This design comes from an exercise in tuning for small area and a short achievable clock period on the open sky130 flow, not from production work.
The RTL of this run was laid out without a check of its function.

## design/flow/flow/run.sh

```bash
#!/bin/bash
# Standard layout, with the port buffers made of buf_2 cells instead of the
# default choice (clkdlybuf4s50_1, a delay cell), and timing repair aiming
# for more setup slack than the clock period needs. Every port is still buffered.
set -euo pipefail
export BUFFER_PORTS_ARGS="-buffer_cell sky130_fd_sc_hd__buf_2"
export SETUP_SLACK_MARGIN=12.0
bash standard.sh > standard.log 2>&1
```

## design/flow/constraint.sdc

```tcl
create_clock -name core_clock -period 16.0 [get_ports {clk}]
set_input_delay 3.2000 -clock core_clock [delete_from_list [all_inputs] [get_ports {clk}]]
set_output_delay 3.2000 -clock core_clock [all_outputs]
set_load 0.01 [all_outputs]
```

## design/flow/config.mk

```make
export PLATFORM = sky130hd
export DESIGN_NAME = DSP
export DESIGN_NICKNAME = DSP
export VERILOG_FILES = /design/flow/design.v
export SDC_FILE = /design/flow/constraint.sdc
export NUM_CORES = 4
export LEC_CHECK = 0
export CAP_MARGIN = 20
export CORE_MARGIN = 2
export CORE_UTILIZATION = 40
export CTS_BUF_LIST = sky130_fd_sc_hd__clkbuf_4 sky130_fd_sc_hd__clkbuf_8
export SLEW_MARGIN = 20
```

## design/flow/design.v

```verilog
module DSP(
input clk,
input rst,
input [15:0] dout,
output G2,
output [15:0] o
    );
reg [15:0] d0, d1, d2, d3, d4, d5, d6, d7;  
reg [18:0] sb;                              
reg [3:0]  co;                               
reg [3:0]  c;                               
reg [9:0]  q;                               
wire        old_ok = c[3];                  
wire [15:0] nd7    = ~(d7 & {16{old_ok}});    
wire [15:0] y;
wire ar_g0;
wire ar_p0;
wire ar_g1;
wire ar_p1;
wire ar_g2;
wire ar_p2;
wire ar_g3;
wire ar_p3;
wire ar_g4;
wire ar_p4;
wire ar_g5;
wire ar_p5;
wire ar_g6;
wire ar_p6;
wire ar_g7;
wire ar_p7;
wire ar_g8;
wire ar_p8;
wire ar_g9;
wire ar_p9;
wire ar_g10;
wire ar_p10;
wire ar_g11;
wire ar_p11;
wire ar_g12;
wire ar_p12;
wire ar_g13;
wire ar_p13;
wire ar_g14;
wire ar_p14;
wire ar_G1;
wire ar_G2;
wire ar_P2;
wire ar_G3;
wire ar_P3;
wire ar_G4;
wire ar_P4;
wire ar_G5;
wire ar_P5;
wire ar_G6;
wire ar_P6;
wire ar_G7;
wire ar_P7;
wire ar_G8;
wire ar_G9;
wire ar_G10;
wire ar_P10;
wire ar_G11;
wire ar_P11;
wire ar_G12;
wire ar_P12;
wire ar_G13;
wire ar_P13;
wire ar_G14;
wire ar_P14;
wire ar_G15;
wire ar_G16;
wire ar_G17;
wire ar_G18;
wire ar_G19;
wire ar_P19;
wire ar_G20;
wire ar_P20;
wire ar_G21;
wire ar_P21;
wire ar_G22;
wire ar_G23;
wire ar_G24;
wire ar_G25;
wire ar_G26;
wire ar_G27;
wire ar_G28;
wire ar_s0;
wire ar_s1;
wire ar_s2;
wire ar_s3;
wire ar_s4;
wire ar_s5;
wire ar_s6;
wire ar_s7;
wire ar_s8;
wire ar_s9;
wire ar_s10;
wire ar_s11;
wire ar_s12;
wire ar_s13;
wire ar_s14;
wire [18:0] r;
wire ap_g0;
wire ap_p0;
wire ap_g1;
wire ap_p1;
wire ap_g2;
wire ap_p2;
wire ap_g3;
wire ap_p3;
wire ap_g4;
wire ap_p4;
wire ap_g5;
wire ap_p5;
wire ap_g6;
wire ap_p6;
wire ap_g7;
wire ap_p7;
wire ap_g8;
wire ap_p8;
wire ap_g9;
wire ap_p9;
wire ap_g10;
wire ap_p10;
wire ap_g11;
wire ap_p11;
wire ap_g12;
wire ap_p12;
wire ap_g13;
wire ap_p13;
wire ap_g14;
wire ap_p14;
wire ap_g15;
wire ap_p15;
wire ap_g16;
wire ap_p16;
wire ap_g17;
wire ap_p17;
wire ap_g18;
wire ap_p18;
wire ap_g0c;
wire ap_G1;
wire ap_P1;
wire ap_G2;
wire ap_P2;
wire ap_G3;
wire ap_P3;
wire ap_G4;
wire ap_P4;
wire ap_G5;
wire ap_P5;
wire ap_G6;
wire ap_P6;
wire ap_G7;
wire ap_P7;
wire ap_G8;
wire ap_P8;
wire ap_G9;
wire ap_P9;
wire ap_G10;
wire ap_P10;
wire ap_G11;
wire ap_P11;
wire ap_G12;
wire ap_P12;
wire ap_G13;
wire ap_P13;
wire ap_G14;
wire ap_P14;
wire ap_G15;
wire ap_P15;
wire ap_G16;
wire ap_P16;
wire ap_G17;
wire ap_P17;
wire ap_G18;
wire ap_G19;
wire ap_P19;
wire ap_G20;
wire ap_P20;
wire ap_G21;
wire ap_P21;
wire ap_G22;
wire ap_P22;
wire ap_G23;
wire ap_P23;
wire ap_G24;
wire ap_P24;
wire ap_G25;
wire ap_P25;
wire ap_G26;
wire ap_P26;
wire ap_G27;
wire ap_P27;
wire ap_G28;
wire ap_P28;
wire ap_G29;
wire ap_P29;
wire ap_G30;
wire ap_P30;
wire ap_G31;
wire ap_P31;
wire ap_G32;
wire ap_P32;
wire ap_G33;
wire ap_P33;
wire ap_G34;
wire ap_G35;
wire ap_G36;
wire ap_P36;
wire ap_G37;
wire ap_P37;
wire ap_G38;
wire ap_P38;
wire ap_G39;
wire ap_P39;
wire ap_G40;
wire ap_P40;
wire ap_G41;
wire ap_P41;
wire ap_G42;
wire ap_P42;
wire ap_G43;
wire ap_P43;
wire ap_G44;
wire ap_P44;
wire ap_G45;
wire ap_P45;
wire ap_G46;
wire ap_P46;
wire ap_G47;
wire ap_G48;
wire ap_G49;
wire ap_G50;
wire ap_G51;
wire ap_P51;
wire ap_G52;
wire ap_P52;
wire ap_G53;
wire ap_P53;
wire ap_G54;
wire ap_G55;
wire ap_G56;
wire ap_G57;
wire ap_G58;
wire ap_G59;
wire ap_G60;
wire ap_G61;
wire ap_G62;
wire ap_G63;
wire ap_G64;
wire ap_s0;
wire ap_s1;
wire ap_s2;
wire ap_s3;
wire ap_s4;
wire ap_s5;
wire ap_s6;
wire ap_s7;
wire ap_s8;
wire ap_s9;
wire ap_s10;
wire ap_s11;
wire ap_s12;
wire ap_s13;
wire ap_s14;
wire ap_s15;
wire ap_s16;
wire ap_s17;
wire ap_s18;
wire [18:0] p;
wire ab0__g0;
wire ab0__p0;
wire ab0__g1;
wire ab0__p1;
wire ab0__g2;
wire ab0__p2;
wire ab0__g3;
wire ab0__p3;
wire ab0__G1;
wire ab0__P1;
wire ab0__G2;
wire ab0__P2;
wire ab0__G3;
wire ab0__G4;
wire ab0__G5;
wire ab0__s0;
wire ab0__s1;
wire ab0__s2;
wire ab0__s3;
wire ab1__g0;
wire ab1__p0;
wire ab1__g1;
wire ab1__p1;
wire ab1__g2;
wire ab1__p2;
wire ab1__g3;
wire ab1__p3;
wire ab1__G1;
wire ab1__P1;
wire ab1__G2;
wire ab1__P2;
wire ab1__G3;
wire ab1__G4;
wire ab1__G5;
wire ab1__s0;
wire ab1__s1;
wire ab1__s2;
wire ab1__s3;
wire ab2__g0;
wire ab2__p0;
wire ab2__g1;
wire ab2__p1;
wire ab2__g2;
wire ab2__p2;
wire ab2__g3;
wire ab2__p3;
wire ab2__G1;
wire ab2__P1;
wire ab2__G2;
wire ab2__P2;
wire ab2__G3;
wire ab2__G4;
wire ab2__G5;
wire ab2__s0;
wire ab2__s1;
wire ab2__s2;
wire ab2__s3;
wire ab3__g0;
wire ab3__p0;
wire ab3__g1;
wire ab3__p1;
wire ab3__g2;
wire ab3__p2;
wire ab3__g3;
wire ab3__p3;
wire ab3__G1;
wire ab3__P1;
wire ab3__G2;
wire ab3__P2;
wire ab3__G3;
wire ab3__G4;
wire ab3__G5;
wire ab3__s0;
wire ab3__s1;
wire ab3__s2;
wire ab3__s3;
wire [18:0] sb_next;
wire [3:0] co_next;
wire tx0;
wire tk1;
wire tx1;
wire tk2;
wire tx2;
wire tk3;
wire tx3;
wire tk4;
wire tx4;
wire tk5;
wire tx5;
wire tk6;
wire tx6;
wire tk7;
wire tx7;
wire tk8;
wire tx8;
wire tk9;
wire tx9;
wire tk10;
wire tx10;
wire tk11;
wire tx11;
wire tk12;
wire tx12;
wire tk13;
wire tx13;
wire tk14;
wire tx14;
wire tk15;
wire tx15;
wire tk16;
wire tx16;
wire tk17;
wire tx17;
wire tk18;
wire tx18;
wire tk19;
wire tx19;
wire tk20;
wire tx20;
wire tk21;
wire tx21;
wire tk22;
wire aq_g0;
wire aq_p0;
wire aq_g1;
wire aq_p1;
wire aq_g2;
wire aq_p2;
wire aq_g3;
wire aq_p3;
wire aq_g4;
wire aq_p4;
wire aq_g5;
wire aq_p5;
wire aq_g6;
wire aq_p6;
wire aq_g7;
wire aq_p7;
wire aq_g8;
wire aq_p8;
wire aq_g9;
wire aq_p9;
wire aq_g10;
wire aq_p10;
wire aq_g11;
wire aq_p11;
wire aq_g12;
wire aq_p12;
wire aq_g13;
wire aq_p13;
wire aq_g14;
wire aq_p14;
wire aq_g15;
wire aq_p15;
wire aq_g16;
wire aq_p16;
wire aq_g17;
wire aq_p17;
wire aq_g18;
wire aq_p18;
wire aq_g19;
wire aq_p19;
wire aq_g20;
wire aq_p20;
wire aq_g21;
wire aq_p21;
wire aq_g0c;
wire aq_G1;
wire aq_P1;
wire aq_G2;
wire aq_P2;
wire aq_G3;
wire aq_P3;
wire aq_G4;
wire aq_P4;
wire aq_G5;
wire aq_P5;
wire aq_G6;
wire aq_P6;
wire aq_G7;
wire aq_P7;
wire aq_G8;
wire aq_P8;
wire aq_G9;
wire aq_P9;
wire aq_G10;
wire aq_P10;
wire aq_G11;
wire aq_P11;
wire aq_G12;
wire aq_P12;
wire aq_G13;
wire aq_P13;
wire aq_G14;
wire aq_P14;
wire aq_G15;
wire aq_P15;
wire aq_G16;
wire aq_P16;
wire aq_G17;
wire aq_P17;
wire aq_G18;
wire aq_P18;
wire aq_G19;
wire aq_P19;
wire aq_G20;
wire aq_P20;
wire aq_G21;
wire aq_G22;
wire aq_P22;
wire aq_G23;
wire aq_P23;
wire aq_G24;
wire aq_P24;
wire aq_G25;
wire aq_P25;
wire aq_G26;
wire aq_P26;
wire aq_G27;
wire aq_P27;
wire aq_G28;
wire aq_P28;
wire aq_G29;
wire aq_P29;
wire aq_G30;
wire aq_P30;
wire aq_G31;
wire aq_P31;
wire aq_G32;
wire aq_P32;
wire aq_G33;
wire aq_P33;
wire aq_G34;
wire aq_P34;
wire aq_G35;
wire aq_P35;
wire aq_G36;
wire aq_P36;
wire aq_G37;
wire aq_P37;
wire aq_G38;
wire aq_P38;
wire aq_G39;
wire aq_P39;
wire aq_G40;
wire aq_G41;
wire aq_G42;
wire aq_P42;
wire aq_G43;
wire aq_P43;
wire aq_G44;
wire aq_P44;
wire aq_G45;
wire aq_P45;
wire aq_G46;
wire aq_P46;
wire aq_G47;
wire aq_P47;
wire aq_G48;
wire aq_P48;
wire aq_G49;
wire aq_P49;
wire aq_G50;
wire aq_P50;
wire aq_G51;
wire aq_P51;
wire aq_G52;
wire aq_P52;
wire aq_G53;
wire aq_P53;
wire aq_G54;
wire aq_P54;
wire aq_G55;
wire aq_P55;
wire aq_G56;
wire aq_G57;
wire aq_G58;
wire aq_G59;
wire aq_G60;
wire aq_P60;
wire aq_G61;
wire aq_P61;
wire aq_G62;
wire aq_P62;
wire aq_G63;
wire aq_P63;
wire aq_G64;
wire aq_P64;
wire aq_G65;
wire aq_P65;
wire aq_G66;
wire aq_G67;
wire aq_G68;
wire aq_G69;
wire aq_G70;
wire aq_G71;
wire aq_G72;
wire aq_G73;
wire aq_G74;
wire aq_G75;
wire aq_G76;
wire aq_G77;
wire aq_G78;
wire aq_G79;
wire aq_s0;
wire aq_s1;
wire aq_s2;
wire aq_s3;
wire aq_s4;
wire aq_s5;
wire aq_s6;
wire aq_s7;
wire aq_s8;
wire aq_s9;
wire aq_s10;
wire aq_s11;
wire aq_s12;
wire aq_s13;
wire aq_s14;
wire aq_s15;
wire aq_s16;
wire aq_s17;
wire aq_s18;
wire aq_s19;
wire aq_s20;
wire aq_s21;
wire [9:0] qn;
assign ar_g0 = sb[4] & co[0];
assign ar_p0 = sb[4] ^ co[0];
assign ar_g1 = sb[5] & 1'b0;
assign ar_p1 = sb[5] ^ 1'b0;
assign ar_g2 = sb[6] & 1'b0;
assign ar_p2 = sb[6] ^ 1'b0;
assign ar_g3 = sb[7] & 1'b0;
assign ar_p3 = sb[7] ^ 1'b0;
assign ar_g4 = sb[8] & co[1];
assign ar_p4 = sb[8] ^ co[1];
assign ar_g5 = sb[9] & 1'b0;
assign ar_p5 = sb[9] ^ 1'b0;
assign ar_g6 = sb[10] & 1'b0;
assign ar_p6 = sb[10] ^ 1'b0;
assign ar_g7 = sb[11] & 1'b0;
assign ar_p7 = sb[11] ^ 1'b0;
assign ar_g8 = sb[12] & co[2];
assign ar_p8 = sb[12] ^ co[2];
assign ar_g9 = sb[13] & 1'b0;
assign ar_p9 = sb[13] ^ 1'b0;
assign ar_g10 = sb[14] & 1'b0;
assign ar_p10 = sb[14] ^ 1'b0;
assign ar_g11 = sb[15] & 1'b0;
assign ar_p11 = sb[15] ^ 1'b0;
assign ar_g12 = sb[16] & co[3];
assign ar_p12 = sb[16] ^ co[3];
assign ar_g13 = sb[17] & 1'b0;
assign ar_p13 = sb[17] ^ 1'b0;
assign ar_g14 = sb[18] & 1'b0;
assign ar_p14 = sb[18] ^ 1'b0;
assign ar_G1 = ar_g1 | (ar_p1 & ar_g0);
assign ar_G2 = ar_g3 | (ar_p3 & ar_g2);
assign ar_P2 = ar_p3 & ar_p2;
assign ar_G3 = ar_g5 | (ar_p5 & ar_g4);
assign ar_P3 = ar_p5 & ar_p4;
assign ar_G4 = ar_g7 | (ar_p7 & ar_g6);
assign ar_P4 = ar_p7 & ar_p6;
assign ar_G5 = ar_g9 | (ar_p9 & ar_g8);
assign ar_P5 = ar_p9 & ar_p8;
assign ar_G6 = ar_g11 | (ar_p11 & ar_g10);
assign ar_P6 = ar_p11 & ar_p10;
assign ar_G7 = ar_g13 | (ar_p13 & ar_g12);
assign ar_P7 = ar_p13 & ar_p12;
assign ar_G8 = ar_g2 | (ar_p2 & ar_G1);
assign ar_G9 = ar_G2 | (ar_P2 & ar_G1);
assign ar_G10 = ar_g6 | (ar_p6 & ar_G3);
assign ar_P10 = ar_p6 & ar_P3;
assign ar_G11 = ar_G4 | (ar_P4 & ar_G3);
assign ar_P11 = ar_P4 & ar_P3;
assign ar_G12 = ar_g10 | (ar_p10 & ar_G5);
assign ar_P12 = ar_p10 & ar_P5;
assign ar_G13 = ar_G6 | (ar_P6 & ar_G5);
assign ar_P13 = ar_P6 & ar_P5;
assign ar_G14 = ar_g14 | (ar_p14 & ar_G7);
assign ar_P14 = ar_p14 & ar_P7;
assign ar_G15 = ar_g4 | (ar_p4 & ar_G9);
assign ar_G16 = ar_G3 | (ar_P3 & ar_G9);
assign ar_G17 = ar_G10 | (ar_P10 & ar_G9);
assign ar_G18 = ar_G11 | (ar_P11 & ar_G9);
assign ar_G19 = ar_g12 | (ar_p12 & ar_G13);
assign ar_P19 = ar_p12 & ar_P13;
assign ar_G20 = ar_G7 | (ar_P7 & ar_G13);
assign ar_P20 = ar_P7 & ar_P13;
assign ar_G21 = ar_G14 | (ar_P14 & ar_G13);
assign ar_P21 = ar_P14 & ar_P13;
assign ar_G22 = ar_g8 | (ar_p8 & ar_G18);
assign ar_G23 = ar_G5 | (ar_P5 & ar_G18);
assign ar_G24 = ar_G12 | (ar_P12 & ar_G18);
assign ar_G25 = ar_G13 | (ar_P13 & ar_G18);
assign ar_G26 = ar_G19 | (ar_P19 & ar_G18);
assign ar_G27 = ar_G20 | (ar_P20 & ar_G18);
assign ar_G28 = ar_G21 | (ar_P21 & ar_G18);
assign ar_s0 = ar_p0 ^ 1'b0;
assign ar_s1 = ar_p1 ^ ar_g0;
assign ar_s2 = ar_p2 ^ ar_G1;
assign ar_s3 = ar_p3 ^ ar_G8;
assign ar_s4 = ar_p4 ^ ar_G9;
assign ar_s5 = ar_p5 ^ ar_G15;
assign ar_s6 = ar_p6 ^ ar_G16;
assign ar_s7 = ar_p7 ^ ar_G17;
assign ar_s8 = ar_p8 ^ ar_G18;
assign ar_s9 = ar_p9 ^ ar_G22;
assign ar_s10 = ar_p10 ^ ar_G23;
assign ar_s11 = ar_p11 ^ ar_G24;
assign ar_s12 = ar_p12 ^ ar_G25;
assign ar_s13 = ar_p13 ^ ar_G26;
assign ar_s14 = ar_p14 ^ ar_G27;
assign r = {ar_s14, ar_s13, ar_s12, ar_s11, ar_s10, ar_s9, ar_s8, ar_s7, ar_s6, ar_s5, ar_s4, ar_s3, ar_s2, ar_s1, ar_s0, sb[3], sb[2], sb[1], sb[0]};
assign ap_g0 = r[0] & nd7[0];
assign ap_p0 = r[0] ^ nd7[0];
assign ap_g1 = r[1] & nd7[1];
assign ap_p1 = r[1] ^ nd7[1];
assign ap_g2 = r[2] & nd7[2];
assign ap_p2 = r[2] ^ nd7[2];
assign ap_g3 = r[3] & nd7[3];
assign ap_p3 = r[3] ^ nd7[3];
assign ap_g4 = r[4] & nd7[4];
assign ap_p4 = r[4] ^ nd7[4];
assign ap_g5 = r[5] & nd7[5];
assign ap_p5 = r[5] ^ nd7[5];
assign ap_g6 = r[6] & nd7[6];
assign ap_p6 = r[6] ^ nd7[6];
assign ap_g7 = r[7] & nd7[7];
assign ap_p7 = r[7] ^ nd7[7];
assign ap_g8 = r[8] & nd7[8];
assign ap_p8 = r[8] ^ nd7[8];
assign ap_g9 = r[9] & nd7[9];
assign ap_p9 = r[9] ^ nd7[9];
assign ap_g10 = r[10] & nd7[10];
assign ap_p10 = r[10] ^ nd7[10];
assign ap_g11 = r[11] & nd7[11];
assign ap_p11 = r[11] ^ nd7[11];
assign ap_g12 = r[12] & nd7[12];
assign ap_p12 = r[12] ^ nd7[12];
assign ap_g13 = r[13] & nd7[13];
assign ap_p13 = r[13] ^ nd7[13];
assign ap_g14 = r[14] & nd7[14];
assign ap_p14 = r[14] ^ nd7[14];
assign ap_g15 = r[15] & nd7[15];
assign ap_p15 = r[15] ^ nd7[15];
assign ap_g16 = r[16] & 1'b1;
assign ap_p16 = r[16] ^ 1'b1;
assign ap_g17 = r[17] & 1'b1;
assign ap_p17 = r[17] ^ 1'b1;
assign ap_g18 = r[18] & 1'b1;
assign ap_p18 = r[18] ^ 1'b1;
assign ap_g0c = ap_g0 | (ap_p0 & 1'b1);
assign ap_G1 = ap_g18 | (ap_p18 & ap_g17);
assign ap_P1 = ap_p18 & ap_p17;
assign ap_G2 = ap_g17 | (ap_p17 & ap_g16);
assign ap_P2 = ap_p17 & ap_p16;
assign ap_G3 = ap_g16 | (ap_p16 & ap_g15);
assign ap_P3 = ap_p16 & ap_p15;
assign ap_G4 = ap_g15 | (ap_p15 & ap_g14);
assign ap_P4 = ap_p15 & ap_p14;
assign ap_G5 = ap_g14 | (ap_p14 & ap_g13);
assign ap_P5 = ap_p14 & ap_p13;
assign ap_G6 = ap_g13 | (ap_p13 & ap_g12);
assign ap_P6 = ap_p13 & ap_p12;
assign ap_G7 = ap_g12 | (ap_p12 & ap_g11);
assign ap_P7 = ap_p12 & ap_p11;
assign ap_G8 = ap_g11 | (ap_p11 & ap_g10);
assign ap_P8 = ap_p11 & ap_p10;
assign ap_G9 = ap_g10 | (ap_p10 & ap_g9);
assign ap_P9 = ap_p10 & ap_p9;
assign ap_G10 = ap_g9 | (ap_p9 & ap_g8);
assign ap_P10 = ap_p9 & ap_p8;
assign ap_G11 = ap_g8 | (ap_p8 & ap_g7);
assign ap_P11 = ap_p8 & ap_p7;
assign ap_G12 = ap_g7 | (ap_p7 & ap_g6);
assign ap_P12 = ap_p7 & ap_p6;
assign ap_G13 = ap_g6 | (ap_p6 & ap_g5);
assign ap_P13 = ap_p6 & ap_p5;
assign ap_G14 = ap_g5 | (ap_p5 & ap_g4);
assign ap_P14 = ap_p5 & ap_p4;
assign ap_G15 = ap_g4 | (ap_p4 & ap_g3);
assign ap_P15 = ap_p4 & ap_p3;
assign ap_G16 = ap_g3 | (ap_p3 & ap_g2);
assign ap_P16 = ap_p3 & ap_p2;
assign ap_G17 = ap_g2 | (ap_p2 & ap_g1);
assign ap_P17 = ap_p2 & ap_p1;
assign ap_G18 = ap_g1 | (ap_p1 & ap_g0c);
assign ap_G19 = ap_G1 | (ap_P1 & ap_G3);
assign ap_P19 = ap_P1 & ap_P3;
assign ap_G20 = ap_G2 | (ap_P2 & ap_G4);
assign ap_P20 = ap_P2 & ap_P4;
assign ap_G21 = ap_G3 | (ap_P3 & ap_G5);
assign ap_P21 = ap_P3 & ap_P5;
assign ap_G22 = ap_G4 | (ap_P4 & ap_G6);
assign ap_P22 = ap_P4 & ap_P6;
assign ap_G23 = ap_G5 | (ap_P5 & ap_G7);
assign ap_P23 = ap_P5 & ap_P7;
assign ap_G24 = ap_G6 | (ap_P6 & ap_G8);
assign ap_P24 = ap_P6 & ap_P8;
assign ap_G25 = ap_G7 | (ap_P7 & ap_G9);
assign ap_P25 = ap_P7 & ap_P9;
assign ap_G26 = ap_G8 | (ap_P8 & ap_G10);
assign ap_P26 = ap_P8 & ap_P10;
assign ap_G27 = ap_G9 | (ap_P9 & ap_G11);
assign ap_P27 = ap_P9 & ap_P11;
assign ap_G28 = ap_G10 | (ap_P10 & ap_G12);
assign ap_P28 = ap_P10 & ap_P12;
assign ap_G29 = ap_G11 | (ap_P11 & ap_G13);
assign ap_P29 = ap_P11 & ap_P13;
assign ap_G30 = ap_G12 | (ap_P12 & ap_G14);
assign ap_P30 = ap_P12 & ap_P14;
assign ap_G31 = ap_G13 | (ap_P13 & ap_G15);
assign ap_P31 = ap_P13 & ap_P15;
assign ap_G32 = ap_G14 | (ap_P14 & ap_G16);
assign ap_P32 = ap_P14 & ap_P16;
assign ap_G33 = ap_G15 | (ap_P15 & ap_G17);
assign ap_P33 = ap_P15 & ap_P17;
assign ap_G34 = ap_G16 | (ap_P16 & ap_G18);
assign ap_G35 = ap_G17 | (ap_P17 & ap_g0c);
assign ap_G36 = ap_G19 | (ap_P19 & ap_G23);
assign ap_P36 = ap_P19 & ap_P23;
assign ap_G37 = ap_G20 | (ap_P20 & ap_G24);
assign ap_P37 = ap_P20 & ap_P24;
assign ap_G38 = ap_G21 | (ap_P21 & ap_G25);
assign ap_P38 = ap_P21 & ap_P25;
assign ap_G39 = ap_G22 | (ap_P22 & ap_G26);
assign ap_P39 = ap_P22 & ap_P26;
assign ap_G40 = ap_G23 | (ap_P23 & ap_G27);
assign ap_P40 = ap_P23 & ap_P27;
assign ap_G41 = ap_G24 | (ap_P24 & ap_G28);
assign ap_P41 = ap_P24 & ap_P28;
assign ap_G42 = ap_G25 | (ap_P25 & ap_G29);
assign ap_P42 = ap_P25 & ap_P29;
assign ap_G43 = ap_G26 | (ap_P26 & ap_G30);
assign ap_P43 = ap_P26 & ap_P30;
assign ap_G44 = ap_G27 | (ap_P27 & ap_G31);
assign ap_P44 = ap_P27 & ap_P31;
assign ap_G45 = ap_G28 | (ap_P28 & ap_G32);
assign ap_P45 = ap_P28 & ap_P32;
assign ap_G46 = ap_G29 | (ap_P29 & ap_G33);
assign ap_P46 = ap_P29 & ap_P33;
assign ap_G47 = ap_G30 | (ap_P30 & ap_G34);
assign ap_G48 = ap_G31 | (ap_P31 & ap_G35);
assign ap_G49 = ap_G32 | (ap_P32 & ap_G18);
assign ap_G50 = ap_G33 | (ap_P33 & ap_g0c);
assign ap_G51 = ap_G36 | (ap_P36 & ap_G44);
assign ap_P51 = ap_P36 & ap_P44;
assign ap_G52 = ap_G37 | (ap_P37 & ap_G45);
assign ap_P52 = ap_P37 & ap_P45;
assign ap_G53 = ap_G38 | (ap_P38 & ap_G46);
assign ap_P53 = ap_P38 & ap_P46;
assign ap_G54 = ap_G39 | (ap_P39 & ap_G47);
assign ap_G55 = ap_G40 | (ap_P40 & ap_G48);
assign ap_G56 = ap_G41 | (ap_P41 & ap_G49);
assign ap_G57 = ap_G42 | (ap_P42 & ap_G50);
assign ap_G58 = ap_G43 | (ap_P43 & ap_G34);
assign ap_G59 = ap_G44 | (ap_P44 & ap_G35);
assign ap_G60 = ap_G45 | (ap_P45 & ap_G18);
assign ap_G61 = ap_G46 | (ap_P46 & ap_g0c);
assign ap_G62 = ap_G51 | (ap_P51 & ap_G35);
assign ap_G63 = ap_G52 | (ap_P52 & ap_G18);
assign ap_G64 = ap_G53 | (ap_P53 & ap_g0c);
assign ap_s0 = ap_p0 ^ 1'b1;
assign ap_s1 = ap_p1 ^ ap_g0c;
assign ap_s2 = ap_p2 ^ ap_G18;
assign ap_s3 = ap_p3 ^ ap_G35;
assign ap_s4 = ap_p4 ^ ap_G34;
assign ap_s5 = ap_p5 ^ ap_G50;
assign ap_s6 = ap_p6 ^ ap_G49;
assign ap_s7 = ap_p7 ^ ap_G48;
assign ap_s8 = ap_p8 ^ ap_G47;
assign ap_s9 = ap_p9 ^ ap_G61;
assign ap_s10 = ap_p10 ^ ap_G60;
assign ap_s11 = ap_p11 ^ ap_G59;
assign ap_s12 = ap_p12 ^ ap_G58;
assign ap_s13 = ap_p13 ^ ap_G57;
assign ap_s14 = ap_p14 ^ ap_G56;
assign ap_s15 = ap_p15 ^ ap_G55;
assign ap_s16 = ap_p16 ^ ap_G54;
assign ap_s17 = ap_p17 ^ ap_G64;
assign ap_s18 = ap_p18 ^ ap_G63;
assign p = {ap_s18, ap_s17, ap_s16, ap_s15, ap_s14, ap_s13, ap_s12, ap_s11, ap_s10, ap_s9, ap_s8, ap_s7, ap_s6, ap_s5, ap_s4, ap_s3, ap_s2, ap_s1, ap_s0};
assign ab0__g0 = p[0] & dout[0];
assign ab0__p0 = p[0] ^ dout[0];
assign ab0__g1 = p[1] & dout[1];
assign ab0__p1 = p[1] ^ dout[1];
assign ab0__g2 = p[2] & dout[2];
assign ab0__p2 = p[2] ^ dout[2];
assign ab0__g3 = p[3] & dout[3];
assign ab0__p3 = p[3] ^ dout[3];
assign ab0__G1 = ab0__g3 | (ab0__p3 & ab0__g2);
assign ab0__P1 = ab0__p3 & ab0__p2;
assign ab0__G2 = ab0__g2 | (ab0__p2 & ab0__g1);
assign ab0__P2 = ab0__p2 & ab0__p1;
assign ab0__G3 = ab0__g1 | (ab0__p1 & ab0__g0);
assign ab0__G4 = ab0__G1 | (ab0__P1 & ab0__G3);
assign ab0__G5 = ab0__G2 | (ab0__P2 & ab0__g0);
assign ab0__s0 = ab0__p0 ^ 1'b0;
assign ab0__s1 = ab0__p1 ^ ab0__g0;
assign ab0__s2 = ab0__p2 ^ ab0__G3;
assign ab0__s3 = ab0__p3 ^ ab0__G5;
assign ab1__g0 = p[4] & dout[4];
assign ab1__p0 = p[4] ^ dout[4];
assign ab1__g1 = p[5] & dout[5];
assign ab1__p1 = p[5] ^ dout[5];
assign ab1__g2 = p[6] & dout[6];
assign ab1__p2 = p[6] ^ dout[6];
assign ab1__g3 = p[7] & dout[7];
assign ab1__p3 = p[7] ^ dout[7];
assign ab1__G1 = ab1__g3 | (ab1__p3 & ab1__g2);
assign ab1__P1 = ab1__p3 & ab1__p2;
assign ab1__G2 = ab1__g2 | (ab1__p2 & ab1__g1);
assign ab1__P2 = ab1__p2 & ab1__p1;
assign ab1__G3 = ab1__g1 | (ab1__p1 & ab1__g0);
assign ab1__G4 = ab1__G1 | (ab1__P1 & ab1__G3);
assign ab1__G5 = ab1__G2 | (ab1__P2 & ab1__g0);
assign ab1__s0 = ab1__p0 ^ 1'b0;
assign ab1__s1 = ab1__p1 ^ ab1__g0;
assign ab1__s2 = ab1__p2 ^ ab1__G3;
assign ab1__s3 = ab1__p3 ^ ab1__G5;
assign ab2__g0 = p[8] & dout[8];
assign ab2__p0 = p[8] ^ dout[8];
assign ab2__g1 = p[9] & dout[9];
assign ab2__p1 = p[9] ^ dout[9];
assign ab2__g2 = p[10] & dout[10];
assign ab2__p2 = p[10] ^ dout[10];
assign ab2__g3 = p[11] & dout[11];
assign ab2__p3 = p[11] ^ dout[11];
assign ab2__G1 = ab2__g3 | (ab2__p3 & ab2__g2);
assign ab2__P1 = ab2__p3 & ab2__p2;
assign ab2__G2 = ab2__g2 | (ab2__p2 & ab2__g1);
assign ab2__P2 = ab2__p2 & ab2__p1;
assign ab2__G3 = ab2__g1 | (ab2__p1 & ab2__g0);
assign ab2__G4 = ab2__G1 | (ab2__P1 & ab2__G3);
assign ab2__G5 = ab2__G2 | (ab2__P2 & ab2__g0);
assign ab2__s0 = ab2__p0 ^ 1'b0;
assign ab2__s1 = ab2__p1 ^ ab2__g0;
assign ab2__s2 = ab2__p2 ^ ab2__G3;
assign ab2__s3 = ab2__p3 ^ ab2__G5;
assign ab3__g0 = p[12] & dout[12];
assign ab3__p0 = p[12] ^ dout[12];
assign ab3__g1 = p[13] & dout[13];
assign ab3__p1 = p[13] ^ dout[13];
assign ab3__g2 = p[14] & dout[14];
assign ab3__p2 = p[14] ^ dout[14];
assign ab3__g3 = p[15] & dout[15];
assign ab3__p3 = p[15] ^ dout[15];
assign ab3__G1 = ab3__g3 | (ab3__p3 & ab3__g2);
assign ab3__P1 = ab3__p3 & ab3__p2;
assign ab3__G2 = ab3__g2 | (ab3__p2 & ab3__g1);
assign ab3__P2 = ab3__p2 & ab3__p1;
assign ab3__G3 = ab3__g1 | (ab3__p1 & ab3__g0);
assign ab3__G4 = ab3__G1 | (ab3__P1 & ab3__G3);
assign ab3__G5 = ab3__G2 | (ab3__P2 & ab3__g0);
assign ab3__s0 = ab3__p0 ^ 1'b0;
assign ab3__s1 = ab3__p1 ^ ab3__g0;
assign ab3__s2 = ab3__p2 ^ ab3__G3;
assign ab3__s3 = ab3__p3 ^ ab3__G5;
assign sb_next = {p[18:16], ab3__s3, ab3__s2, ab3__s1, ab3__s0, ab2__s3, ab2__s2, ab2__s1, ab2__s0, ab1__s3, ab1__s2, ab1__s1, ab1__s0, ab0__s3, ab0__s2, ab0__s1, ab0__s0};
assign co_next = {ab3__G4, ab2__G4, ab1__G4, ab0__G4};
assign tx0 = ~y[0] ^ y[6];
assign tk1 = ~y[0] & y[6];
assign tx1 = ~y[1] ^ y[7];
assign tk2 = ~y[1] & y[7];
assign tx2 = ~y[2] ^ y[8];
assign tk3 = ~y[2] & y[8];
assign tx3 = ~y[3] ^ y[9];
assign tk4 = ~y[3] & y[9];
assign tx4 = ~y[4] ^ y[10];
assign tk5 = ~y[4] & y[10];
assign tx5 = ~y[5] ^ y[11];
assign tk6 = ~y[5] & y[11];
assign tx6 = y[0] ^ ~y[6] ^ y[12];
assign tk7 = (y[0] & ~y[6]) | (y[0] & y[12]) | (~y[6] & y[12]);
assign tx7 = y[1] ^ ~y[7] ^ y[13];
assign tk8 = (y[1] & ~y[7]) | (y[1] & y[13]) | (~y[7] & y[13]);
assign tx8 = y[2] ^ ~y[8] ^ y[14];
assign tk9 = (y[2] & ~y[8]) | (y[2] & y[14]) | (~y[8] & y[14]);
assign tx9 = y[3] ^ ~y[9] ^ y[15];
assign tk10 = (y[3] & ~y[9]) | (y[3] & y[15]) | (~y[9] & y[15]);
assign tx10 = y[4] ^ ~y[10];
assign tk11 = y[4] & ~y[10];
assign tx11 = y[5] ^ ~y[11];
assign tk12 = y[5] & ~y[11];
assign tx12 = y[6] ^ ~y[12];
assign tk13 = y[6] & ~y[12];
assign tx13 = y[7] ^ ~y[13];
assign tk14 = y[7] & ~y[13];
assign tx14 = y[8] ^ ~y[14];
assign tk15 = y[8] & ~y[14];
assign tx15 = y[9] ^ ~y[15];
assign tk16 = y[9] & ~y[15];
assign tx16 = y[10] ^ 1'b1;
assign tk17 = y[10] & 1'b1;
assign tx17 = y[11] ^ 1'b1;
assign tk18 = y[11] & 1'b1;
assign tx18 = y[12] ^ 1'b1;
assign tk19 = y[12] & 1'b1;
assign tx19 = y[13] ^ 1'b1;
assign tk20 = y[13] & 1'b1;
assign tx20 = y[14] ^ 1'b1;
assign tk21 = y[14] & 1'b1;
assign tx21 = y[15] ^ 1'b1;
assign tk22 = y[15] & 1'b1;
assign aq_g0 = tx0 & 1'b0;
assign aq_p0 = tx0 ^ 1'b0;
assign aq_g1 = tx1 & tk1;
assign aq_p1 = tx1 ^ tk1;
assign aq_g2 = tx2 & tk2;
assign aq_p2 = tx2 ^ tk2;
assign aq_g3 = tx3 & tk3;
assign aq_p3 = tx3 ^ tk3;
assign aq_g4 = tx4 & tk4;
assign aq_p4 = tx4 ^ tk4;
assign aq_g5 = tx5 & tk5;
assign aq_p5 = tx5 ^ tk5;
assign aq_g6 = tx6 & tk6;
assign aq_p6 = tx6 ^ tk6;
assign aq_g7 = tx7 & tk7;
assign aq_p7 = tx7 ^ tk7;
assign aq_g8 = tx8 & tk8;
assign aq_p8 = tx8 ^ tk8;
assign aq_g9 = tx9 & tk9;
assign aq_p9 = tx9 ^ tk9;
assign aq_g10 = tx10 & tk10;
assign aq_p10 = tx10 ^ tk10;
assign aq_g11 = tx11 & tk11;
assign aq_p11 = tx11 ^ tk11;
assign aq_g12 = tx12 & tk12;
assign aq_p12 = tx12 ^ tk12;
assign aq_g13 = tx13 & tk13;
assign aq_p13 = tx13 ^ tk13;
assign aq_g14 = tx14 & tk14;
assign aq_p14 = tx14 ^ tk14;
assign aq_g15 = tx15 & tk15;
assign aq_p15 = tx15 ^ tk15;
assign aq_g16 = tx16 & tk16;
assign aq_p16 = tx16 ^ tk16;
assign aq_g17 = tx17 & tk17;
assign aq_p17 = tx17 ^ tk17;
assign aq_g18 = tx18 & tk18;
assign aq_p18 = tx18 ^ tk18;
assign aq_g19 = tx19 & tk19;
assign aq_p19 = tx19 ^ tk19;
assign aq_g20 = tx20 & tk20;
assign aq_p20 = tx20 ^ tk20;
assign aq_g21 = tx21 & tk21;
assign aq_p21 = tx21 ^ tk21;
assign aq_g0c = aq_g0 | (aq_p0 & 1'b1);
assign aq_G1 = aq_g21 | (aq_p21 & aq_g20);
assign aq_P1 = aq_p21 & aq_p20;
assign aq_G2 = aq_g20 | (aq_p20 & aq_g19);
assign aq_P2 = aq_p20 & aq_p19;
assign aq_G3 = aq_g19 | (aq_p19 & aq_g18);
assign aq_P3 = aq_p19 & aq_p18;
assign aq_G4 = aq_g18 | (aq_p18 & aq_g17);
assign aq_P4 = aq_p18 & aq_p17;
assign aq_G5 = aq_g17 | (aq_p17 & aq_g16);
assign aq_P5 = aq_p17 & aq_p16;
assign aq_G6 = aq_g16 | (aq_p16 & aq_g15);
assign aq_P6 = aq_p16 & aq_p15;
assign aq_G7 = aq_g15 | (aq_p15 & aq_g14);
assign aq_P7 = aq_p15 & aq_p14;
assign aq_G8 = aq_g14 | (aq_p14 & aq_g13);
assign aq_P8 = aq_p14 & aq_p13;
assign aq_G9 = aq_g13 | (aq_p13 & aq_g12);
assign aq_P9 = aq_p13 & aq_p12;
assign aq_G10 = aq_g12 | (aq_p12 & aq_g11);
assign aq_P10 = aq_p12 & aq_p11;
assign aq_G11 = aq_g11 | (aq_p11 & aq_g10);
assign aq_P11 = aq_p11 & aq_p10;
assign aq_G12 = aq_g10 | (aq_p10 & aq_g9);
assign aq_P12 = aq_p10 & aq_p9;
assign aq_G13 = aq_g9 | (aq_p9 & aq_g8);
assign aq_P13 = aq_p9 & aq_p8;
assign aq_G14 = aq_g8 | (aq_p8 & aq_g7);
assign aq_P14 = aq_p8 & aq_p7;
assign aq_G15 = aq_g7 | (aq_p7 & aq_g6);
assign aq_P15 = aq_p7 & aq_p6;
assign aq_G16 = aq_g6 | (aq_p6 & aq_g5);
assign aq_P16 = aq_p6 & aq_p5;
assign aq_G17 = aq_g5 | (aq_p5 & aq_g4);
assign aq_P17 = aq_p5 & aq_p4;
assign aq_G18 = aq_g4 | (aq_p4 & aq_g3);
assign aq_P18 = aq_p4 & aq_p3;
assign aq_G19 = aq_g3 | (aq_p3 & aq_g2);
assign aq_P19 = aq_p3 & aq_p2;
assign aq_G20 = aq_g2 | (aq_p2 & aq_g1);
assign aq_P20 = aq_p2 & aq_p1;
assign aq_G21 = aq_g1 | (aq_p1 & aq_g0c);
assign aq_G22 = aq_G1 | (aq_P1 & aq_G3);
assign aq_P22 = aq_P1 & aq_P3;
assign aq_G23 = aq_G2 | (aq_P2 & aq_G4);
assign aq_P23 = aq_P2 & aq_P4;
assign aq_G24 = aq_G3 | (aq_P3 & aq_G5);
assign aq_P24 = aq_P3 & aq_P5;
assign aq_G25 = aq_G4 | (aq_P4 & aq_G6);
assign aq_P25 = aq_P4 & aq_P6;
assign aq_G26 = aq_G5 | (aq_P5 & aq_G7);
assign aq_P26 = aq_P5 & aq_P7;
assign aq_G27 = aq_G6 | (aq_P6 & aq_G8);
assign aq_P27 = aq_P6 & aq_P8;
assign aq_G28 = aq_G7 | (aq_P7 & aq_G9);
assign aq_P28 = aq_P7 & aq_P9;
assign aq_G29 = aq_G8 | (aq_P8 & aq_G10);
assign aq_P29 = aq_P8 & aq_P10;
assign aq_G30 = aq_G9 | (aq_P9 & aq_G11);
assign aq_P30 = aq_P9 & aq_P11;
assign aq_G31 = aq_G10 | (aq_P10 & aq_G12);
assign aq_P31 = aq_P10 & aq_P12;
assign aq_G32 = aq_G11 | (aq_P11 & aq_G13);
assign aq_P32 = aq_P11 & aq_P13;
assign aq_G33 = aq_G12 | (aq_P12 & aq_G14);
assign aq_P33 = aq_P12 & aq_P14;
assign aq_G34 = aq_G13 | (aq_P13 & aq_G15);
assign aq_P34 = aq_P13 & aq_P15;
assign aq_G35 = aq_G14 | (aq_P14 & aq_G16);
assign aq_P35 = aq_P14 & aq_P16;
assign aq_G36 = aq_G15 | (aq_P15 & aq_G17);
assign aq_P36 = aq_P15 & aq_P17;
assign aq_G37 = aq_G16 | (aq_P16 & aq_G18);
assign aq_P37 = aq_P16 & aq_P18;
assign aq_G38 = aq_G17 | (aq_P17 & aq_G19);
assign aq_P38 = aq_P17 & aq_P19;
assign aq_G39 = aq_G18 | (aq_P18 & aq_G20);
assign aq_P39 = aq_P18 & aq_P20;
assign aq_G40 = aq_G19 | (aq_P19 & aq_G21);
assign aq_G41 = aq_G20 | (aq_P20 & aq_g0c);
assign aq_G42 = aq_G22 | (aq_P22 & aq_G26);
assign aq_P42 = aq_P22 & aq_P26;
assign aq_G43 = aq_G23 | (aq_P23 & aq_G27);
assign aq_P43 = aq_P23 & aq_P27;
assign aq_G44 = aq_G24 | (aq_P24 & aq_G28);
assign aq_P44 = aq_P24 & aq_P28;
assign aq_G45 = aq_G25 | (aq_P25 & aq_G29);
assign aq_P45 = aq_P25 & aq_P29;
assign aq_G46 = aq_G26 | (aq_P26 & aq_G30);
assign aq_P46 = aq_P26 & aq_P30;
assign aq_G47 = aq_G27 | (aq_P27 & aq_G31);
assign aq_P47 = aq_P27 & aq_P31;
assign aq_G48 = aq_G28 | (aq_P28 & aq_G32);
assign aq_P48 = aq_P28 & aq_P32;
assign aq_G49 = aq_G29 | (aq_P29 & aq_G33);
assign aq_P49 = aq_P29 & aq_P33;
assign aq_G50 = aq_G30 | (aq_P30 & aq_G34);
assign aq_P50 = aq_P30 & aq_P34;
assign aq_G51 = aq_G31 | (aq_P31 & aq_G35);
assign aq_P51 = aq_P31 & aq_P35;
assign aq_G52 = aq_G32 | (aq_P32 & aq_G36);
assign aq_P52 = aq_P32 & aq_P36;
assign aq_G53 = aq_G33 | (aq_P33 & aq_G37);
assign aq_P53 = aq_P33 & aq_P37;
assign aq_G54 = aq_G34 | (aq_P34 & aq_G38);
assign aq_P54 = aq_P34 & aq_P38;
assign aq_G55 = aq_G35 | (aq_P35 & aq_G39);
assign aq_P55 = aq_P35 & aq_P39;
assign aq_G56 = aq_G36 | (aq_P36 & aq_G40);
assign aq_G57 = aq_G37 | (aq_P37 & aq_G41);
assign aq_G58 = aq_G38 | (aq_P38 & aq_G21);
assign aq_G59 = aq_G39 | (aq_P39 & aq_g0c);
assign aq_G60 = aq_G42 | (aq_P42 & aq_G50);
assign aq_P60 = aq_P42 & aq_P50;
assign aq_G61 = aq_G43 | (aq_P43 & aq_G51);
assign aq_P61 = aq_P43 & aq_P51;
assign aq_G62 = aq_G44 | (aq_P44 & aq_G52);
assign aq_P62 = aq_P44 & aq_P52;
assign aq_G63 = aq_G45 | (aq_P45 & aq_G53);
assign aq_P63 = aq_P45 & aq_P53;
assign aq_G64 = aq_G46 | (aq_P46 & aq_G54);
assign aq_P64 = aq_P46 & aq_P54;
assign aq_G65 = aq_G47 | (aq_P47 & aq_G55);
assign aq_P65 = aq_P47 & aq_P55;
assign aq_G66 = aq_G48 | (aq_P48 & aq_G56);
assign aq_G67 = aq_G49 | (aq_P49 & aq_G57);
assign aq_G68 = aq_G50 | (aq_P50 & aq_G58);
assign aq_G69 = aq_G51 | (aq_P51 & aq_G59);
assign aq_G70 = aq_G52 | (aq_P52 & aq_G40);
assign aq_G71 = aq_G53 | (aq_P53 & aq_G41);
assign aq_G72 = aq_G54 | (aq_P54 & aq_G21);
assign aq_G73 = aq_G55 | (aq_P55 & aq_g0c);
assign aq_G74 = aq_G60 | (aq_P60 & aq_G58);
assign aq_G75 = aq_G61 | (aq_P61 & aq_G59);
assign aq_G76 = aq_G62 | (aq_P62 & aq_G40);
assign aq_G77 = aq_G63 | (aq_P63 & aq_G41);
assign aq_G78 = aq_G64 | (aq_P64 & aq_G21);
assign aq_G79 = aq_G65 | (aq_P65 & aq_g0c);
assign aq_s0 = aq_p0 ^ 1'b1;
assign aq_s1 = aq_p1 ^ aq_g0c;
assign aq_s2 = aq_p2 ^ aq_G21;
assign aq_s3 = aq_p3 ^ aq_G41;
assign aq_s4 = aq_p4 ^ aq_G40;
assign aq_s5 = aq_p5 ^ aq_G59;
assign aq_s6 = aq_p6 ^ aq_G58;
assign aq_s7 = aq_p7 ^ aq_G57;
assign aq_s8 = aq_p8 ^ aq_G56;
assign aq_s9 = aq_p9 ^ aq_G73;
assign aq_s10 = aq_p10 ^ aq_G72;
assign aq_s11 = aq_p11 ^ aq_G71;
assign aq_s12 = aq_p12 ^ aq_G70;
assign aq_s13 = aq_p13 ^ aq_G69;
assign aq_s14 = aq_p14 ^ aq_G68;
assign aq_s15 = aq_p15 ^ aq_G67;
assign aq_s16 = aq_p16 ^ aq_G66;
assign aq_s17 = aq_p17 ^ aq_G79;
assign aq_s18 = aq_p18 ^ aq_G78;
assign aq_s19 = aq_p19 ^ aq_G77;
assign aq_s20 = aq_p20 ^ aq_G76;
assign aq_s21 = aq_p21 ^ aq_G75;
assign qn = {aq_s21, aq_s20, aq_s19, aq_s18, aq_s17, aq_s16, aq_s15, aq_s14, aq_s13, aq_s12};
assign y = r[18:3];
always @(posedge clk) begin
  d0 <= dout;
  d1 <= d0;
  d2 <= d1;
  d3 <= d2;
  d4 <= d3;
  d5 <= d4;
  d6 <= d5;
  d7 <= d6;
  if (rst) begin
    sb <= 19'd0;
    co <= 4'd0;
    c  <= 4'd0;
    q  <= 10'd0;
  end else begin
    sb <= sb_next;
    co <= co_next;
    c  <= c + {3'd0, ~old_ok};
    q  <= qn;
  end
end
assign o  = {6'd0, q};
assign G2 = 1'b0;
endmodule
```

## design/flow/standard.sh

```bash
#!/bin/bash
# synth_recipe.tcl (not shown) runs the flow's synth.tcl, then flattens the netlist and writes it again
# the make line also repeats each setting of config.mk as NAME=value (left out here)
make -C /OpenROAD-flow-scripts/flow DESIGN_CONFIG=/design/flow/config.mk WORK_HOME=/design/flow/orfs CLKGATE_MAP_FILE= SYNTH_SCRIPT=/design/flow/synth_recipe.tcl "${@:-finish}"
```

==> notes.md <==
Max Fclk - 245 MHz
Reg2reg path depth - 15
Gr usage total - 14.1%
Complex-gate fraction of the synthesized area - 12.4%
Stages on worst setup path - 1
Initial antenna violation count - 0
Slew at the pin with the worst max-slew slack - 0.754 ns
Clock transition at path regs - 0.09 ns
Drt via density - 4.70
YS warnings - 1
CP max-delay cell - dfxtp_1
Main synth FF type - dfxtp_1
Yosys reg bits - 165
Final Hold Violating Endpoints - 0
Period minus WS final - 4.09 ns
FF-to-FF setup slack - 12.14 ns
Post-route core utilization - 48.1%
Final wirelength - 10.9 mm
Status - timing/DRC/antenna clean
Sequential share of the synthesized area - 51.9%
Worst Setup End Kind - primary output
Syn_area_per_cell - 11.1 um2
Final TNS setup - 0 ns
Ports - 35
Top Family by Delay on Critical Path - flip-flops
CP max stage delay - 0.32 ns
Core area - 15,700 um2
CP cell instances - buf_2
I/O Buffers - 27
Slew HR - 49.7%
Die H - 130 um
Non-filler instance count after layout - 843
Drt wl/cell - 13.0 um
Crit path kind - reg2out
WP data arrival - 0.89 ns
Area Overhead vs Synth - 18.8%
GPL Wtd Cong - 0.807
# diodes - 0
DP HPWL - 7.79 mm
Asr flop ratio synth - 0%
Critical Path RT - 12.80 ns
Die width - 130 um
H-tree depth - 4
Mux contribution to synthesized area - 0%
Clock sink total - 165
Cells after DPL - 804
Synthesized cell area - 6360 um2
Worst hold start - d4[13]
Commonest non-fill, non-tap cells in the layout - dfxtp_1, ha_1, nor2_1, nand2_1, inv_1
Clock tree buffer depth - 2
CTS root buf - clkbuf_8
Number of global-route vias before repair - 3,914
Buf/Inv on CP - 1
Initial core utilization - 40.5%
Fillers - 1,445
Row count - 46
Reg2reg start - co[0]
CTS tree - yes
Worst hold path class - reg2reg
DR DRC count - 0
Drt first-iter violations - 201
Post-synthesis cell type count - 46
Slew Viols, Final - 0
Crit share post-route - 25.5%
Overflow after GRT - 0
Adder-Cell Fraction of Synth Area - 18.0%
Worst Hold Path Cells - 0
Largest net degree at the start of global routing - 38
Synth Area in Simple Gates - 8.02%
Clock Latency Late Sink - 0.45 ns
First-pass GRT wire length - 18.4 mm
R2R Path End - q[7]
Largest family of logic cells by synthesized area - adder cells
Hold EP - d5[13]
Final setup fails - 0
CP max FO - 1
Layout cells sized above 1 - 19.8%
Layout Nets - 716
Num CTS Buffers - 17
Commonest non-fill, non-tap cell in the layout - dfxtp_1
ANT nets after route - 0
Synth Area in XOR/XNOR - 6.47%
Die area - 16,900 um2
Number of synthesized flops with an enable pin - 0
Clock skew - 0.00603 ns
Vias - 3,961
Router iterations before antenna repair - 4
Max-Cap Viols - 0
Worst hold margin - 0.323 ns
RSZ-0062 raised after global routing - yes
Critical path launch point type - register
Synth Instances - 572
==> cell usage after synthesis (2+ instances only) <==
library cell,count,area (um2)
a311oi_1,2,17.5
nand2_1,33,124
nand3_1,4,20.0
clkbuf_1,8,30.0
o211ai_2,2,25.0
nor2b_1,12,75.1
inv_1,28,105
fa_1,11,220
a211oi_1,6,45.0
a31o_2,2,17.5
and2_1,3,18.8
a2bb2oi_1,2,17.5
o31ai_1,3,22.5
nand4_1,6,37.5
xnor2_1,27,236
dfxtp_1,165,3300
o21ai_0,21,105
and4_1,3,26.3
ha_1,73,913
buf_4,7,52.6
a21o_1,25,188
xor2_1,20,175
o21a_1,8,60.1
nor2_1,40,150
and3_1,5,31.3
a31oi_1,4,25.0
a21oi_1,33,165
==> timing repair <==
item | in CTS | in global routing
gates resized for setup | 11 | 42
hold endpoints to repair | 0 | 0
pin swaps | 5 | 15
buffers inserted | 3 | 4
hold buffers | 0 | 0
endpoints found under the setup margin | 20 | 25
==> layer usage <==
metal | track usage (%) | vias to the layer above | share of wire (%)
met5 | 0 | - | 0
met4 | 6.89 | 0 | 2.2
met3 | 4.76 | 18 | 3.6
met2 | 21.7 | 56 | 45
li1 | - | 2031 | -
met1 | 17.9 | 1856 | 49
==> state kept, by name, indices dropped and copies added (netlist names) <==
register / count
sb: 19
d3: 16
q: 10
d7: 16
d5: 16
d0: 16
d1: 16
d6: 16
d4: 16
co: 4
d2: 16
c: 4
==> how the worst max path moves through the flow <==
| stage | endpoint | slack (ns) | start |
|---|---|---|---|
| 6_report | o[2] | 11.91 | q[2] |
| 5_1_grt | o[3] | 11.85 | q[3] |
| 4_1_cts | o[9] | 11.86 | q[9] |
| 3_5_place_dp | co[0] | 11.59 | dout[0] |
| 3_3_place_gp | co[0] | 11.62 | dout[0] |
| 2_1_floorplan | co[1] | 11.82 | dout[4] |
==> layout make-up <==
class / instances / area (um2) / share of cell area (%)
multi-input combinational: 368 / 3200 / 42.4
sequential: 165 / 3310 / 43.8
inverter: 28 / 105 / 1.39
timing repair buffer: 34 / 198 / 2.61
tap: 216 / 270 / 3.57
clock buffer: 17 / 234 / 3.09
clock inverter: 15 / 239 / 3.16
==> logic make-up (layout without fill, tap and decap cells) <==
logic type	Yosys count	in the layout
simple gates	110	110
buf+inv	45	94
compound gates	119	119
fa+ha+maj	85	85
xor+xnor	47	47
flops	165	165
other cells	1	7
==> per-stage QoR <==
stage                     worst slack (ns)  cell area (um2)
final                                11.91             7560
after global placement               11.62             6780
after floorplan                      11.82             6470
after global routing                 11.85             7560
after CTS                            11.86             7320
after detailed placement             11.59             6780

==> port drivers added, routing unchanged <==
In the flow no input, the clock included, has a driving cell. The finished layout below was timed again as built, in two steps. Step 1 (the two cells are an assumption about what drives the block):
set clk [get_ports {clk}]
set_driving_cell -lib_cell sky130_fd_sc_hd__clkbuf_16 $clk
set_driving_cell -lib_cell sky130_fd_sc_hd__buf_2 [delete_from_list [all_inputs] $clk]
Step 2 also shifts input and output timing later by t, the mid clock arrival at the registers, as if the neighbouring blocks saw the same clock. Slacks: ideal ports / drivers / drivers and shift; pairs: ideal ports / drivers.
t, ns: 0.488
setup slack, ns: 11.912 / 11.876 / 11.584
slew at the worst register clock pin (ns): 0.09 / 0.09
After both steps setup and hold are still met in this run. The setup slack of this run moves by -0.036 ns with the drivers and by -0.328 ns with both steps.
